This is an optimization exercise on Yosys and OpenROAD, whose aim is small area, not a production implementation. RTL that was checked went through simulation tests only; none was proved equivalent to the original. The clock port is modelled as an ideal driver; clocking choices that lean on that would not hold on a real chip. Power figures rest on the tool's default switching activity, not on a simulated workload.

==> run P <==
// top
module top
  (
    input               pclk,
    input               presetn,
    input   [31:0]      paddr,
    input   [31:0]      pwdata,
    input               psel,
    input               pwrite,
    input               penable,
    output  [31:0]      prdata
  );
  reg [3:0]  cntrl;
  reg [31:0] reg1, reg2, reg3, reg4;
  reg        rst1, rst2, rst3, rst4;
  reg [4:0]  sel;
  wire base_ok = ~|paddr[31:5] & ~|paddr[1:0];
  wire [4:0] hit;
  assign hit[0] = base_ok & (paddr[4:2] == 3'd0);
  assign hit[1] = base_ok & (paddr[4:2] == 3'd1);
  assign hit[2] = base_ok & (paddr[4:2] == 3'd2);
  assign hit[3] = base_ok & (paddr[4:2] == 3'd3);
  assign hit[4] = base_ok & (paddr[4:2] == 3'd4);
  wire wr = psel & penable & pwrite;
  wire [4:1] wen_n = ~({4{wr}} & hit[4:1]);
  wire [4:1] we;
  apb_inv u_we1 (.a(wen_n[1]), .y(we[1]));
  apb_inv u_we2 (.a(wen_n[2]), .y(we[2]));
  apb_inv u_we3 (.a(wen_n[3]), .y(we[3]));
  apb_inv u_we4 (.a(wen_n[4]), .y(we[4]));
  always @(posedge pclk) begin
    sel <= hit;
    if (!presetn)
      cntrl <= 4'h0;
    else if (wr & hit[0])
      cntrl <= pwdata[3:0];
    if (we[1]) reg1 <= pwdata;
    if (we[2]) reg2 <= pwdata;
    if (we[3]) reg3 <= pwdata;
    if (we[4]) reg4 <= pwdata;
    if (!presetn) begin
      rst1 <= 1'b1; rst2 <= 1'b1; rst3 <= 1'b1; rst4 <= 1'b1;
    end else begin
      if (we[1]) rst1 <= 1'b0;
      if (we[2]) rst2 <= 1'b0;
      if (we[3]) rst3 <= 1'b0;
      if (we[4]) rst4 <= 1'b0;
    end
  end
  ...
==> module top, before the edit <==
module top
  (
    input               pclk,
    input               presetn,
    input   [31:0]      paddr,
    input   [31:0]      pwdata,
    input               psel,
    input               pwrite,
    input               penable,
    output  [31:0]      prdata
  );
  reg [3:0]  cntrl;
  reg [31:0] reg1, reg2, reg3, reg4;
  reg        rst1, rst2, rst3, rst4;
  reg [4:0]  sel;
  wire base_ok = ~|paddr[31:5] & ~|paddr[1:0];
  wire [4:0] hit;
  assign hit[0] = base_ok & (paddr[4:2] == 3'd0);
  assign hit[1] = base_ok & (paddr[4:2] == 3'd1);
  assign hit[2] = base_ok & (paddr[4:2] == 3'd2);
  assign hit[3] = base_ok & (paddr[4:2] == 3'd3);
  assign hit[4] = base_ok & (paddr[4:2] == 3'd4);
  wire wr = psel & penable & pwrite;
  wire [4:1] wen_n = ~({4{wr}} & hit[4:1]);
  wire [4:1] we;
  apb_inv u_we1 (.a(wen_n[1]), .y(we[1]));
  apb_inv u_we2 (.a(wen_n[2]), .y(we[2]));
  apb_inv u_we3 (.a(wen_n[3]), .y(we[3]));
  apb_inv u_we4 (.a(wen_n[4]), .y(we[4]));
  always @(posedge pclk) begin
    sel <= hit;
    if (!presetn)
      cntrl <= 4'h0;
    else if (wr & hit[0])
      cntrl <= pwdata[3:0];
    if (we[1]) reg1 <= pwdata;
    if (we[2]) reg2 <= pwdata;
    if (we[3]) reg3 <= pwdata;
    if (we[4]) reg4 <= pwdata;
    if (!presetn) begin
      rst1 <= 1'b1; rst2 <= 1'b1; rst3 <= 1'b1; rst4 <= 1'b1;
    end else begin
      if (we[1]) rst1 <= 1'b0;
      if (we[2]) rst2 <= 1'b0;
      if (we[3]) rst3 <= 1'b0;
      if (we[4]) rst4 <= 1'b0;
    end
  end
  localparam [31:0] RV1 = 32'h5A5A_5555;
  localparam [31:0] RV2 = 32'h1234_9876;
  localparam [31:0] RV3 = 32'hA5A5_0000;
  localparam [31:0] RV4 = 32'h0000_FFFF;
  wire [4:1]  an, a;
  wire [15:0] pm;
  apb_rsel u_rsel (.sel(sel[4:1]), .rst({rst4, rst3, rst2, rst1}), .an(an), .pm(pm));
  apb_inv u_a1 (.a(an[1]), .y(a[1]));
  apb_inv u_a2 (.a(an[2]), .y(a[2]));
  apb_inv u_a3 (.a(an[3]), .y(a[3]));
  apb_inv u_a4 (.a(an[4]), .y(a[4]));
  wire [31:0] p;
  genvar i;
  generate
    for (i = 0; i < 32; i = i + 1) begin : g_rd
      assign p[i] = pm[{RV4[i], RV3[i], RV2[i], RV1[i]}];
      if (i < 4) begin : g_c
        apb_rbitc u_bit (.a(a), .r({reg4[i], reg3[i], reg2[i], reg1[i]}), .p(p[i]),
                         .c(sel[0]), .cv(cntrl[i]), .y(prdata[i]));
      end else begin : g_r
        apb_rbit u_bit (.a(a), .r({reg4[i], reg3[i], reg2[i], reg1[i]}), .p(p[i]),
                        .y(prdata[i]));
      end
    end
  endgenerate
endmodule
==> flow/config.mk <==
export PLATFORM = sky130hd
export DESIGN_NAME = top
export DESIGN_NICKNAME = top
export VERILOG_FILES = /design/flow/design.v
export SDC_FILE = /design/flow/constraint.sdc
export NUM_CORES = 4
export LEC_CHECK = 0
export ABC_AREA = 1
export CAP_MARGIN = 20
export CORE_MARGIN = 2
export CORE_UTILIZATION = 40
export SLEW_MARGIN = 20
export SYNTH_HIERARCHICAL = 1
==> flow/constraint.sdc <==
create_clock -name core_clock -period 5.0 [get_ports {pclk}]
set_input_delay 1.0000 -clock core_clock [delete_from_list [all_inputs] [get_ports {pclk}]]
set_output_delay 1.0000 -clock core_clock [all_outputs]
set_load 0.01 [all_outputs]
standard.sh (not shown) runs the stock make flow with config.mk's settings and CLKGATE_MAP_FILE= SYNTH_SCRIPT=/design/flow/synth_recipe.tcl, a recipe that flattens the netlist after the stock synthesis.
==> flow/flow/run.sh <==
#!/bin/bash
# Standard ORFS layout with these changes: ABC maps for area with
# flow/area.abc (registers untouched), ports are buffered with the smallest
# buffer, CTS inserts no dummy loads and uses small buffers, and after CTS a
# clock buffer with slow sink slews is upsized (flow/post_cts.tcl).
set -euo pipefail
export AREA_ABC_SCRIPT="$PWD/flow/area.abc"
export BUFFER_PORTS_ARGS="-buffer_cell sky130_fd_sc_hd__buf_1"
export CTS_ARGS="-sink_clustering_enable -repair_clock_nets -dont_use_dummy_load -buf_list sky130_fd_sc_hd__clkbuf_4"
export POST_CTS_TCL="$PWD/flow/post_cts.tcl"
bash standard.sh "SYNTH_SCRIPT=$PWD/flow/synth.tcl" "BUFFER_PORTS_ARGS=$BUFFER_PORTS_ARGS" \
  "CTS_ARGS=$CTS_ARGS" "POST_CTS_TCL=$POST_CTS_TCL" finish > standard_flow.log 2>&1
==> flow/flow/area.abc <==
strash
&get -n
&dch
&nf -R 1000
&put
mfs2
strash
&get -n
&dch
&nf -R 1000
&put
==> flow/flow/post_cts.tcl <==
set_propagated_clock [all_clocks]
estimate_parasitics -placement
set n_up 0
foreach inst [get_cells clkbuf_*] {
  if { [get_property $inst ref_name] ne "sky130_fd_sc_hd__clkbuf_4" } { continue }
  set worst 0
  foreach out [get_pins -of_objects $inst -filter "direction==output"] {
    foreach p [get_pins -of_objects [get_nets -of_objects $out] -filter "direction==input"] {
      if { [get_property $p is_register_clock] ne "1" } { continue }
      set s [get_property $p slew_max]
      if { $s > $worst } { set worst $s }
    }
  }
  if { $worst > 0.108 } {
    puts "post_cts: [get_full_name $inst] sink slew $worst, using clkbuf_8"
    replace_cell $inst sky130_fd_sc_hd__clkbuf_8
    incr n_up
  }
}
puts "post_cts: upsized $n_up clock buffers"
if { $n_up > 0 } {
  detailed_placement
  check_placement -verbose
}
==> flow/flow/synth.tcl <==
proc synth {args} { yosys synth -nofsm -noshare {*}$args }
# Same as synth_recipe.tcl, except that ABC maps with flow/area.abc.
proc abc {args} {
  set i [lsearch -exact $args -script]
  if { $i >= 0 } {
    set args [lreplace $args [expr {$i + 1}] [expr {$i + 1}] $::env(AREA_ABC_SCRIPT)]
  }
  yosys abc {*}$args
}
source $::env(SCRIPTS_DIR)/synth.tcl
# left out here: clear keep_hierarchy, flatten, clean up, hide names made inside functions, write 1_2_yosys.v
==> run Z: changes against run P <==
--- a/flow/design.v
+++ b/flow/design.v
@@ -22,2 +22,12 @@
   assign y = ~a;
+endmodule
+module apb_hold
+  (
+    input  en,
+    input  en_n,
+    input  d,
+    input  q,
+    output y
+  );
+  assign y = (en & d) | (en_n & q);
 endmodule
@@ -72,2 +82,17 @@
   apb_inv u_we4 (.a(wen_n[4]), .y(we[4]));
+  wire [4:1] wn;
+  apb_inv u_wn1 (.a(we[1]), .y(wn[1]));
+  apb_inv u_wn2 (.a(we[2]), .y(wn[2]));
+  apb_inv u_wn3 (.a(we[3]), .y(wn[3]));
+  apb_inv u_wn4 (.a(we[4]), .y(wn[4]));
+  wire [31:0] nx1, nx2, nx3, nx4;
+  genvar j;
+  generate
+    for (j = 0; j < 32; j = j + 1) begin : g_wr
+      apb_hold u_h1 (.en(we[1]), .en_n(wn[1]), .d(pwdata[j]), .q(reg1[j]), .y(nx1[j]));
+      apb_hold u_h2 (.en(we[2]), .en_n(wn[2]), .d(pwdata[j]), .q(reg2[j]), .y(nx2[j]));
+      apb_hold u_h3 (.en(we[3]), .en_n(wn[3]), .d(pwdata[j]), .q(reg3[j]), .y(nx3[j]));
+      apb_hold u_h4 (.en(we[4]), .en_n(wn[4]), .d(pwdata[j]), .q(reg4[j]), .y(nx4[j]));
+    end
+  endgenerate
   always @(posedge pclk) begin
@@ -78,6 +103,6 @@
       cntrl <= pwdata[3:0];
-    if (we[1]) reg1 <= pwdata;
-    if (we[2]) reg2 <= pwdata;
-    if (we[3]) reg3 <= pwdata;
-    if (we[4]) reg4 <= pwdata;
+    reg1 <= nx1;
+    reg2 <= nx2;
+    reg3 <= nx3;
+    reg4 <= nx4;
     if (!presetn) begin
--- a/flow/flow/synth.tcl
+++ b/flow/flow/synth.tcl
@@ -1,3 +1,4 @@
 proc synth {args} { yosys synth -nofsm -noshare {*}$args }
-# Same as synth_recipe.tcl, except that ABC maps with flow/area.abc.
+# Same as synth_recipe.tcl, except that ABC maps with flow/area.abc, and the
+# inverters of apb_inv are sized up (below).
 proc abc {args} {
@@ -10,2 +11,5 @@
 source $::env(SCRIPTS_DIR)/synth.tcl
+# The inverters of apb_inv drive a whole register's enables or read selects:
+# give them the double-strength inverter, which has the same area.
+chtype -set sky130_fd_sc_hd__inv_2 apb_inv/t:sky130_fd_sc_hd__clkinv_1 apb_inv/t:sky130_fd_sc_hd__inv_1
 # left out here: clear keep_hierarchy, flatten, clean up, hide names made inside functions, write 1_2_yosys.v
Settings changed: GPL_TIMING_DRIVEN set to 0.
==> impl_metrics.tcl <==
set metrics [dict create \
    grt_pass1_vias 3286 \
    p_seq_share_pct 71.2 \
    final_common_cell "edfxtp_1" \
    timing.rr.start "cntrl[0]" \
    routedWlPerCell_um 18.01 \
    finalCritPeriodShare_pct 69.82 \
    cp-endpoint "prdata[25]" \
    place_inst 592 \
    finalCriticalPeriod_ns 3.491 \
    insertion_delay_ns 0.50 \
    inverters 17 \
    status "finished clean" \
]
# the run above: run P

==> impl_metrics.tcl <==
set metrics [dict create \
    final_common_cell "dfxtp_1" \
    clkPwrFrac_pct 30.0 \
    finalCritPeriodShare_pct 69.33 \
    grt_pass1_vias 4332 \
    insertion_delay_ns 0.51 \
    grt_max_degree 35 \
    pwr-share-comb_pct 2.2 \
    timing.rr.start "cntrl[1]" \
    inverters 21 \
    place_inst 691 \
    routedWlPerCell_um 20.74 \
    finalCriticalPeriod_ns 3.466 \
    p_seq_share_pct 67.8 \
    status "finished clean" \
]
# the run above: run Z

Only the layout flow was run in run P; the RTL was not checked for function there.

re-timing with driven ports:
Ports are ideal in the flow. The routed layouts listed here were re-timed in OpenROAD. Step 1 (the two cells are an assumption about what drives the block):
set clk [get_ports {pclk}]
set_driving_cell -lib_cell sky130_fd_sc_hd__clkbuf_16 $clk
set_driving_cell -lib_cell sky130_fd_sc_hd__buf_2 [delete_from_list [all_inputs] $clk]
Step 2 adds t to the input delays and takes it off the output delays; t is the mean of the earliest and latest rising clock arrival at the registers after step 1. Input paths then give back, and output paths get back, about the clock's delay inside the block. Slacks: no drivers / after step 1 / after step 2; pairs: no drivers / after step 1.
run	t, ns	slack for setup (ns)	worst slew at a driven data input, ns	cell pins on the clock port's net
run P	0.523	1.509 / 1.477 / 1.514	0.04	1
run Z	0.539	1.534 / 1.547 / 1.008	0.06	1
After both steps every run listed still meets setup and hold. For run Z, which loses most, drivers alone change the setup slack by +0.013 ns; drivers and shift together by -0.526 ns.
